What follows belongs to an exercise in optimizing a design on an open flow for small area, a short achievable clock period and few clock cycles per item; a production flow would make more cautious choices. The RTL of this run was laid out without a check of its function. No activity file was given, so power comes from the tool's default toggle rates.

--- flow/config.mk ---
export PLATFORM = sky130hd
export DESIGN_NAME = Out_of_Order_divider
export DESIGN_NICKNAME = Out_of_Order_divider
export VERILOG_FILES = /design/flow/design.v
export SDC_FILE = /design/flow/constraint.sdc
export NUM_CORES = 4
export LEC_CHECK = 0
export CAP_MARGIN = 20
export CORE_MARGIN = 2
export CORE_UTILIZATION = 40
export PLACE_DENSITY = 0.6
export SLEW_MARGIN = 20
--- flow/design.v ---
module single_divider (Clk, a_in, d_in, q_out, r_out);
input Clk;
input [7:0] a_in, d_in;
output [7:0] q_out, r_out;
wire [0:0] x0 = a_in[7:7];
wire [1:0] b_0;
wire [0:0] df_0;
assign b_0[0] = 1'b0;
assign df_0[0] = x0[0] ^ d_in[0] ^ b_0[0];
assign b_0[1] = (~x0[0] & d_in[0]) | (~(x0[0] ^ d_in[0]) & b_0[0]);
wire ge_0 = (d_in[7:1] == 0) && !b_0[1];
wire [0:0] r1 = ge_0 ? df_0 : x0;
wire [0:0] qq1 = {ge_0};
wire [6:0] aa1 = a_in[6:0];
wire [1:0] x1 = {r1, aa1[6:6]};
wire [2:0] b_1;
wire [1:0] df_1;
assign b_1[0] = 1'b0;
assign df_1[0] = x1[0] ^ d_in[0] ^ b_1[0];
assign b_1[1] = (~x1[0] & d_in[0]) | (~(x1[0] ^ d_in[0]) & b_1[0]);
assign df_1[1] = x1[1] ^ d_in[1] ^ b_1[1];
assign b_1[2] = (~x1[1] & d_in[1]) | (~(x1[1] ^ d_in[1]) & b_1[1]);
wire ge_1 = (d_in[7:2] == 0) && !b_1[2];
wire [1:0] r2 = ge_1 ? df_1 : x1;
wire [1:0] qq2 = {qq1, ge_1};
wire [5:0] aa2 = aa1[5:0];
wire [2:0] x2 = {r2, aa2[5:5]};
wire [3:0] b_2;
wire [2:0] df_2;
assign b_2[0] = 1'b0;
assign df_2[0] = x2[0] ^ d_in[0] ^ b_2[0];
assign b_2[1] = (~x2[0] & d_in[0]) | (~(x2[0] ^ d_in[0]) & b_2[0]);
assign df_2[1] = x2[1] ^ d_in[1] ^ b_2[1];
assign b_2[2] = (~x2[1] & d_in[1]) | (~(x2[1] ^ d_in[1]) & b_2[1]);
assign df_2[2] = x2[2] ^ d_in[2] ^ b_2[2];
assign b_2[3] = (~x2[2] & d_in[2]) | (~(x2[2] ^ d_in[2]) & b_2[2]);
wire ge_2 = (d_in[7:3] == 0) && !b_2[3];
wire [2:0] r3 = ge_2 ? df_2 : x2;
wire [2:0] qq3 = {qq2, ge_2};
wire [4:0] aa3 = aa2[4:0];
reg [2:0] r_p1;
always @(posedge Clk) r_p1 <= r3;
reg [4:0] a_p1;
always @(posedge Clk) a_p1 <= aa3;
reg [2:0] q_p1;
always @(posedge Clk) q_p1 <= qq3;
reg [7:0] d_p1;
always @(posedge Clk) d_p1 <= d_in;
wire [3:0] x3 = {r_p1, a_p1[4:4]};
wire [3:0] g_3 = ~x3 & d_p1[3:0];
wire [3:0] t_3 = ~(x3 ^ d_p1[3:0]);
wire G3_1_1 = g_3[1] | (t_3[1] & g_3[0]);
wire T3_1_1 = t_3[1] & t_3[0];
wire G3_1_2 = g_3[2] | (t_3[2] & g_3[1]);
wire T3_1_2 = t_3[2] & t_3[1];
wire G3_1_3 = g_3[3] | (t_3[3] & g_3[2]);
wire T3_1_3 = t_3[3] & t_3[2];
wire G3_2_2 = G3_1_2 | (T3_1_2 & g_3[0]);
wire T3_2_2 = T3_1_2 & t_3[0];
wire G3_2_3 = G3_1_3 | (T3_1_3 & G3_1_1);
wire T3_2_3 = T3_1_3 & T3_1_1;
wire [4:0] b_3 = {G3_2_3, G3_2_2, G3_1_1, g_3[0], 1'b0};
wire ge_3 = (d_p1[7:4] == 0) && !b_3[4];
wire [3:0] r4 = x3 ^ ({4{ge_3}} & (d_p1[3:0] ^ b_3[3:0]));
wire [3:0] qq4 = {q_p1, ge_3};
wire [3:0] aa4 = a_p1[3:0];
wire [4:0] x4 = {r4, aa4[3:3]};
wire [4:0] g_4 = ~x4 & d_p1[4:0];
wire [4:0] t_4 = ~(x4 ^ d_p1[4:0]);
wire G4_1_1 = g_4[1] | (t_4[1] & g_4[0]);
wire T4_1_1 = t_4[1] & t_4[0];
wire G4_1_2 = g_4[2] | (t_4[2] & g_4[1]);
wire T4_1_2 = t_4[2] & t_4[1];
wire G4_1_3 = g_4[3] | (t_4[3] & g_4[2]);
wire T4_1_3 = t_4[3] & t_4[2];
wire G4_1_4 = g_4[4] | (t_4[4] & g_4[3]);
wire T4_1_4 = t_4[4] & t_4[3];
wire G4_2_2 = G4_1_2 | (T4_1_2 & g_4[0]);
wire T4_2_2 = T4_1_2 & t_4[0];
wire G4_2_3 = G4_1_3 | (T4_1_3 & G4_1_1);
wire T4_2_3 = T4_1_3 & T4_1_1;
wire G4_2_4 = G4_1_4 | (T4_1_4 & G4_1_2);
wire T4_2_4 = T4_1_4 & T4_1_2;
wire G4_4_4 = G4_2_4 | (T4_2_4 & g_4[0]);
wire T4_4_4 = T4_2_4 & t_4[0];
wire [5:0] b_4 = {G4_4_4, G4_2_3, G4_2_2, G4_1_1, g_4[0], 1'b0};
wire ge_4 = (d_p1[7:5] == 0) && !b_4[5];
wire [4:0] r5 = x4 ^ ({5{ge_4}} & (d_p1[4:0] ^ b_4[4:0]));
wire [4:0] qq5 = {qq4, ge_4};
wire [2:0] aa5 = aa4[2:0];
reg [4:0] r_p2;
always @(posedge Clk) r_p2 <= r5;
reg [2:0] a_p2;
always @(posedge Clk) a_p2 <= aa5;
reg [4:0] q_p2;
always @(posedge Clk) q_p2 <= qq5;
reg [7:0] d_p2;
always @(posedge Clk) d_p2 <= d_p1;
wire [5:0] x5 = {r_p2, a_p2[2:2]};
wire [5:0] g_5 = ~x5 & d_p2[5:0];
wire [5:0] t_5 = ~(x5 ^ d_p2[5:0]);
wire G5_1_1 = g_5[1] | (t_5[1] & g_5[0]);
wire T5_1_1 = t_5[1] & t_5[0];
wire G5_1_2 = g_5[2] | (t_5[2] & g_5[1]);
wire T5_1_2 = t_5[2] & t_5[1];
wire G5_1_3 = g_5[3] | (t_5[3] & g_5[2]);
wire T5_1_3 = t_5[3] & t_5[2];
wire G5_1_4 = g_5[4] | (t_5[4] & g_5[3]);
wire T5_1_4 = t_5[4] & t_5[3];
wire G5_1_5 = g_5[5] | (t_5[5] & g_5[4]);
wire T5_1_5 = t_5[5] & t_5[4];
wire G5_2_2 = G5_1_2 | (T5_1_2 & g_5[0]);
wire T5_2_2 = T5_1_2 & t_5[0];
wire G5_2_3 = G5_1_3 | (T5_1_3 & G5_1_1);
wire T5_2_3 = T5_1_3 & T5_1_1;
wire G5_2_4 = G5_1_4 | (T5_1_4 & G5_1_2);
wire T5_2_4 = T5_1_4 & T5_1_2;
wire G5_2_5 = G5_1_5 | (T5_1_5 & G5_1_3);
wire T5_2_5 = T5_1_5 & T5_1_3;
wire G5_4_4 = G5_2_4 | (T5_2_4 & g_5[0]);
wire T5_4_4 = T5_2_4 & t_5[0];
wire G5_4_5 = G5_2_5 | (T5_2_5 & G5_1_1);
wire T5_4_5 = T5_2_5 & T5_1_1;
wire [6:0] b_5 = {G5_4_5, G5_4_4, G5_2_3, G5_2_2, G5_1_1, g_5[0], 1'b0};
wire ge_5 = (d_p2[7:6] == 0) && !b_5[6];
wire [5:0] r6 = x5 ^ ({6{ge_5}} & (d_p2[5:0] ^ b_5[5:0]));
wire [5:0] qq6 = {q_p2, ge_5};
wire [1:0] aa6 = a_p2[1:0];
wire [6:0] x6 = {r6, aa6[1:1]};
wire [6:0] g_6 = ~x6 & d_p2[6:0];
wire [6:0] t_6 = ~(x6 ^ d_p2[6:0]);
wire G6_1_1 = g_6[1] | (t_6[1] & g_6[0]);
wire T6_1_1 = t_6[1] & t_6[0];
wire G6_1_2 = g_6[2] | (t_6[2] & g_6[1]);
wire T6_1_2 = t_6[2] & t_6[1];
wire G6_1_3 = g_6[3] | (t_6[3] & g_6[2]);
wire T6_1_3 = t_6[3] & t_6[2];
wire G6_1_4 = g_6[4] | (t_6[4] & g_6[3]);
wire T6_1_4 = t_6[4] & t_6[3];
wire G6_1_5 = g_6[5] | (t_6[5] & g_6[4]);
wire T6_1_5 = t_6[5] & t_6[4];
wire G6_1_6 = g_6[6] | (t_6[6] & g_6[5]);
wire T6_1_6 = t_6[6] & t_6[5];
wire G6_2_2 = G6_1_2 | (T6_1_2 & g_6[0]);
wire T6_2_2 = T6_1_2 & t_6[0];
wire G6_2_3 = G6_1_3 | (T6_1_3 & G6_1_1);
wire T6_2_3 = T6_1_3 & T6_1_1;
wire G6_2_4 = G6_1_4 | (T6_1_4 & G6_1_2);
wire T6_2_4 = T6_1_4 & T6_1_2;
wire G6_2_5 = G6_1_5 | (T6_1_5 & G6_1_3);
wire T6_2_5 = T6_1_5 & T6_1_3;
wire G6_2_6 = G6_1_6 | (T6_1_6 & G6_1_4);
wire T6_2_6 = T6_1_6 & T6_1_4;
wire G6_4_4 = G6_2_4 | (T6_2_4 & g_6[0]);
wire T6_4_4 = T6_2_4 & t_6[0];
wire G6_4_5 = G6_2_5 | (T6_2_5 & G6_1_1);
wire T6_4_5 = T6_2_5 & T6_1_1;
wire G6_4_6 = G6_2_6 | (T6_2_6 & G6_2_2);
wire T6_4_6 = T6_2_6 & T6_2_2;
wire [7:0] b_6 = {G6_4_6, G6_4_5, G6_4_4, G6_2_3, G6_2_2, G6_1_1, g_6[0], 1'b0};
wire ge_6 = (d_p2[7:7] == 0) && !b_6[7];
wire [6:0] r7 = x6 ^ ({7{ge_6}} & (d_p2[6:0] ^ b_6[6:0]));
wire [6:0] qq7 = {qq6, ge_6};
wire [0:0] aa7 = aa6[0:0];
reg [6:0] r_p3;
always @(posedge Clk) r_p3 <= r7;
reg [0:0] a_p3;
always @(posedge Clk) a_p3 <= aa7;
reg [6:0] q_p3;
always @(posedge Clk) q_p3 <= qq7;
reg [7:0] d_p3;
always @(posedge Clk) d_p3 <= d_p2;
wire [7:0] x7 = {r_p3, a_p3[0:0]};
wire [7:0] g_7 = ~x7 & d_p3[7:0];
wire [7:0] t_7 = ~(x7 ^ d_p3[7:0]);
wire G7_1_1 = g_7[1] | (t_7[1] & g_7[0]);
wire T7_1_1 = t_7[1] & t_7[0];
wire G7_1_2 = g_7[2] | (t_7[2] & g_7[1]);
wire T7_1_2 = t_7[2] & t_7[1];
wire G7_1_3 = g_7[3] | (t_7[3] & g_7[2]);
wire T7_1_3 = t_7[3] & t_7[2];
wire G7_1_4 = g_7[4] | (t_7[4] & g_7[3]);
wire T7_1_4 = t_7[4] & t_7[3];
wire G7_1_5 = g_7[5] | (t_7[5] & g_7[4]);
wire T7_1_5 = t_7[5] & t_7[4];
wire G7_1_6 = g_7[6] | (t_7[6] & g_7[5]);
wire T7_1_6 = t_7[6] & t_7[5];
wire G7_1_7 = g_7[7] | (t_7[7] & g_7[6]);
wire T7_1_7 = t_7[7] & t_7[6];
wire G7_2_2 = G7_1_2 | (T7_1_2 & g_7[0]);
wire T7_2_2 = T7_1_2 & t_7[0];
wire G7_2_3 = G7_1_3 | (T7_1_3 & G7_1_1);
wire T7_2_3 = T7_1_3 & T7_1_1;
wire G7_2_4 = G7_1_4 | (T7_1_4 & G7_1_2);
wire T7_2_4 = T7_1_4 & T7_1_2;
wire G7_2_5 = G7_1_5 | (T7_1_5 & G7_1_3);
wire T7_2_5 = T7_1_5 & T7_1_3;
wire G7_2_6 = G7_1_6 | (T7_1_6 & G7_1_4);
wire T7_2_6 = T7_1_6 & T7_1_4;
wire G7_2_7 = G7_1_7 | (T7_1_7 & G7_1_5);
wire T7_2_7 = T7_1_7 & T7_1_5;
wire G7_4_4 = G7_2_4 | (T7_2_4 & g_7[0]);
wire T7_4_4 = T7_2_4 & t_7[0];
wire G7_4_5 = G7_2_5 | (T7_2_5 & G7_1_1);
wire T7_4_5 = T7_2_5 & T7_1_1;
wire G7_4_6 = G7_2_6 | (T7_2_6 & G7_2_2);
wire T7_4_6 = T7_2_6 & T7_2_2;
wire G7_4_7 = G7_2_7 | (T7_2_7 & G7_2_3);
wire T7_4_7 = T7_2_7 & T7_2_3;
wire [8:0] b_7 = {G7_4_7, G7_4_6, G7_4_5, G7_4_4, G7_2_3, G7_2_2, G7_1_1, g_7[0], 1'b0};
wire ge_7 = 1'b1 && !b_7[8];
wire [7:0] r8 = x7 ^ ({8{ge_7}} & (d_p3[7:0] ^ b_7[7:0]));
wire [7:0] qq8 = {q_p3, ge_7};
reg [7:0] r_p4;
always @(posedge Clk) r_p4 <= r8;
reg [7:0] q_p4;
always @(posedge Clk) q_p4 <= qq8;
assign q_out = q_p4;
assign r_out = r_p4;
endmodule
`timescale 1 ns / 100 ps
module Out_of_Order_divider (clk, rst, start, memory_write_complete, dd_addr, dd_data, qr_we, qr_addr, qr_data);
input clk, rst, start;
output memory_write_complete;
output [4:0] dd_addr;
input [15:0] dd_data;
output qr_we;
output [4:0] qr_addr;
output [15:0] qr_data;
reg [5:0] cnt;
reg run;
wire last = run && (cnt == 6'd35);
always @(posedge clk, posedge rst)
begin
  if (rst) begin
    cnt <= 6'd0;
    run <= 1'b0;
  end else if (last) begin
    cnt <= 6'd0;
    run <= 1'b0;
  end else if (start || run) begin
    cnt <= cnt + 6'd1;
    run <= 1'b1;
  end
end
wire [5:0] wcnt = cnt - 6'd4;
assign dd_addr = cnt[4:0];
assign qr_we = run && (cnt >= 6'd4);
assign qr_addr = wcnt[4:0];
assign memory_write_complete = last;
single_divider divider (.Clk(clk), .a_in(dd_data[15:8]), .d_in(dd_data[7:0]), .q_out(qr_data[15:8]), .r_out(qr_data[7:0]));
endmodule
--- flow/standard.sh ---
#!/bin/bash
# synth_recipe.tcl (not shown) runs the flow's synth.tcl, then flattens the netlist and writes it again
# the make line also repeats each setting of config.mk as NAME=value (left out here)
make -C /OpenROAD-flow-scripts/flow DESIGN_CONFIG=/design/flow/config.mk WORK_HOME=/design/flow/orfs CLKGATE_MAP_FILE= SYNTH_SCRIPT=/design/flow/synth_recipe.tcl "${@:-finish}"
--- flow/flow/run.sh ---
#!/bin/bash
# The standard layout, with every input and output port buffered by a
# sky130_fd_sc_hd__buf_1 instead of the resizer's default choice.
set -euo pipefail
bash standard.sh BUFFER_PORTS_ARGS="-buffer_cell sky130_fd_sc_hd__buf_1" ADDER_MAP_FILE= finish > standard.log 2>&1
--- flow/constraint.sdc ---
create_clock -name core_clock -period 6.0 [get_ports {clk}]
set_input_delay 1.2000 -clock core_clock [delete_from_list [all_inputs] [get_ports {clk}]]
set_output_delay 1.2000 -clock core_clock [all_outputs]
set_load 0.01 [all_outputs]
==> run summary <==
[Yosys cell counts (all sizes together), types with 2 or more instances]
cell / number / share of area [%]
dfxtp: 79 / 41
nand2: 41 / 4.0
o21ai: 29 / 3.9
nor2: 28 / 2.7
xnor2: 27 / 6.1
inv: 26 / 2.5
a21oi: 19 / 2.5
xor2: 15 / 3.4
buf: 13 / 2.1
clkbuf: 9 / 0.87
maj3: 9 / 2.4
nor3: 9 / 1.4
nor2b: 8 / 1.5
dfrtp: 7 / 4.5
nand4: 7 / 1.1
or3: 7 / 1.1
a31oi: 6 / 1.1
o31ai: 6 / 1.5
a21boi: 5 / 0.96
a311oi: 5 / 1.1
nand2b: 5 / 0.80
nor4: 5 / 0.80
a211oi: 4 / 0.77
a21o: 4 / 0.77
and2: 4 / 0.64
and3: 4 / 0.64
o21a: 4 / 0.77
or2: 4 / 0.71
nand3: 3 / 0.39
o211ai: 3 / 0.58
or4: 3 / 0.58
a211o: 2 / 0.45
a221oi: 2 / 0.45
a41o: 2 / 0.51
nand3b: 2 / 0.39
nand4b: 2 / 0.45
o211a: 2 / 0.51
o221ai: 2 / 0.45
o31a: 2 / 0.45
[through the flow]
step	setup WS, ns	std cells
after floorplan	2.316	428
after global placement	2.124	585
after detailed placement	1.998	585
after CTS	2.166	601
after global routing	1.778	601
final	2.120	601
[power by group]
group,switching [W],total [W],internal (W)
combinational,0.000208,0.000366,0.000158
clock,0.000229,0.000394,0.000165
sequential,0.0000706,0.000720,0.000649
[worst max-delay path: stages (launching register included)]
cell and delay [ns]:
dfxtp_1 0.60, nor2b_4 0.10, maj3_2 0.38, o211a_1 0.28, o21ai_2 0.21, nand2_2 0.12, inv_2 0.17, a21boi_0 0.16
nor3_4 0.28, a21oi_2 0.14, o32ai_1 0.31, a211oi_1 0.11, o211a_1 0.17, or2_4 0.27, a31oi_1 0.17, nand4_1 0.21
[area by class of cell]
class | instances | area (um^2) | share of cell area (%)
Clock buffer | 9 | 123.9 | 2.868
Clock inverter | 7 | 73.82 | 1.709
Inverter | 26 | 97.59 | 2.260
Multi-Input combinational cell | 294 | 1928 | 44.64
Sequential cell | 86 | 1757 | 40.67
Tap cell | 133 | 166.4 | 3.853
Timing Repair Buffer | 46 | 172.7 | 3.998
[per-layer routing]
layer | vias up | global-route usage, % | share of wire, %
met5 | - | 0 | 0
met4 | 0 | 6.359 | 1.9
met3 | 12 | 2.915 | 4.5
met2 | 65 | 25.49 | 48
met1 | 1405 | 16.90 | 45
li1 | 1575 | - | -
[worst max-delay path by stage]
stage          depth (start not counted)  slack (ns)              end             from
2_1_floorplan                         12        2.32  divider.r_p1[1]       dd_data[4]
3_3_place_gp                          13        2.12  divider.r_p1[1]       dd_data[4]
3_5_place_dp                          13        2.00  divider.r_p1[1]       dd_data[4]
4_1_cts                               14        2.17  divider.r_p3[5]  divider.a_p2[2]
5_1_grt                               16        1.78  divider.r_p3[5]  divider.d_p2[0]
6_report                              15        2.12  divider.r_p3[1]  divider.a_p2[2]
[cells by family after synthesis]
group,after synthesis,share of synthesized area (%)
and+or+nand+nor,135,17.89
AOI/OAI and AO/OA,108,19.75
DFF,86,45.09
buffers and inverters,48,5.427
xor gates and xnor gates,42,9.441
adders and majority gates,9,2.408
[sequential cells by signal, indices dropped and copies added, names as in the netlist]
name          cells
divider.d_p2      8
run               1
divider.a_p2      3
divider.d_p3      8
divider.r_p1      3
divider.a_p3      1
divider.r_p2      5
divider.q_p3      7
divider.a_p1      5
divider.d_p1      8
divider.q_p2      5
divider.q_p1      3
divider.r_p4      8
cnt               6
divider.r_p3      7
divider.q_p4      8
==> summary.md <==
| Metric | Value |
|---|---|
| Final Hold Fails | `0` |
| Die Y | `102.7 um` |
| Commonest non-fill, non-tap cell in the layout | `dfxtp_1` |
| CTS clk-pin slew, worst paths | `0.09 ns` |
| Crit. End Element | `flip-flop` |
| Initial Utilization | `40.61%` |
| Core ar. | `9594 um^2` |
| Design Area, Final | `4319 um^2` |
| Number of synthesized flops with an enable pin | `0` |
| Max-Cap Viols | `0` |
| Reg2reg start | `divider.a_p2[2]` |
| Drt wl/cell | `12.07 um` |
| Netlist cell types | `67` |
| Row Count | `36` |
| Number of global-route vias before repair | `2780` |
| Outcome | `finished clean` |
| CTS tree | `built` |
| Measured slew at the worst slew-check pin | `0.6151 ns` |
| Total wire length | `7.252 mm` |
| Die area | `10550 um^2` |
| Top FF cell, synth | `dfxtp_1` |
| Mapped Area | `3896 um^2` |
| Worst hold stages | `0` |
| Util after Layout | `45.02%` |
| Synth Net Count | `447` |
| Drt pass-1 iters | `4` |
| Crit Path Class | `flip-flop to flip-flop` |
| Hold Path End | `divider.q_p4[1]` |
| DR iter-0 viols | `130` |
| Worst Hold Slack | `0.3338 ns` |
| Clock Skew | `0.01097 ns` |
| Detailed-route via count | `3057` |
| # port buffers | `46` |
| Post-layout min period | `3.880 ns` |
| Hold Buf Count CTS | `0` |
| Post-CTS Setup Bufs | `0` |
| Power Total | `0.001479 W` |
| Chip Width | `102.7 um` |
| CTS root buf | `clkbuf_8` |
| Yosys warning total | `2` |
| Flop2flop setup slack | `2.12 ns` |
| Leakage | `1.642 nW` |
| Maximum fanout along the worst path | `14` |
| Worst VDD drop | `0.0001152 V` |
| Gp weighted congestion | `0.8668` |
| Grt total ovfl | `0` |
| Residual DRC | `0` |
| Post-CTS sizing | `0` |
| Ant. Diodes | `0` |
| Final Net Count | `482` |
| Startpoint Class | `flip-flop` |
| CP arrival | `4.05 ns` |
| RSZ-0062 raised after global routing | `no` |
| Cell Area, Placed | `4121 um^2` |
| DPL Wire Length | `5.431 mm` |
| Hold_sp | `divider.q_p3[0]` |
| Syn-to-layout area delta | `10.85%` |
| Relative slew slack | `58.62%` |
| Pins Over Slew Limit | `0` |
| Fill cells | `937` |
| Sequential share of the synthesized area | `45.09%` |
| First-pass GRT wire length | `12.22 mm` |
| Largest net degree at the start of global routing | `19` |
| Ys async rst share | `8.140%` |
| IO Count | `47` |
| Number of routed nets with antenna violations | `0` |
| #FFs+latches synth | `86` |
| Final setup violation count | `0` |
| Period utilization | `64.66%` |
| Max clock buf depth | `2` |
| Vias/cell | `5.087` |
| GRT Resource Usage Total | `14.44%` |
| R2r worst-path depth | `15` |
| H-tree levels | `3` |
| Worst min path class | `flip-flop to flip-flop` |
| Clock sink count | `86` |
| Setup total negative slack | `0 ns` |
| Clock Latency Late Sink | `0.35 ns` |
| Critical Path RT | `6.18 ns` |
| R2r endpoint | `divider.r_p3[1]` |
| Initial antenna violation count | `0` |
| Layout cells sized above 1 | `7.479%` |
| Power Density | `342.5 nW/um^2` |
| Inserted Clock Buffers | `9` |
| Commonest non-fill, non-tap cells in the layout | `79 x dfxtp_1, 46 x buf_1, 40 x nand2_1` |
| Syn_area_per_cell | `9.103 um^2` |
| Max Fclk | `0.2578 GHz` |
| Cells after Synth | `428` |

[separate check: timing with driven ports]
The flow's constraints put no driver on any port. The routed layout listed below was extracted and timed again, unchanged, in two steps. Step 1 (the two cells are an assumption about what drives the block):
set clk [get_ports {clk}]
set_driving_cell -lib_cell sky130_fd_sc_hd__clkbuf_16 $clk
set_driving_cell -lib_cell sky130_fd_sc_hd__buf_2 [delete_from_list [all_inputs] $clk]
Step 2, shift: input delay + t, output delay - t, t = (earliest + latest rising clock arrival at the registers) / 2. This alone moves slack from input paths to output paths. Three values: no drivers, after step 1, after step 2; two values: the first two.
t (ns): 0.380
slack for setup (ns): 2.120 / 2.120 / 2.001
clock arrival spread, ns: 0.014 / 0.015
After both steps setup and hold are still met in this run. For this run, drivers alone change the setup slack by 0.000 ns; drivers and shift together by -0.119 ns.
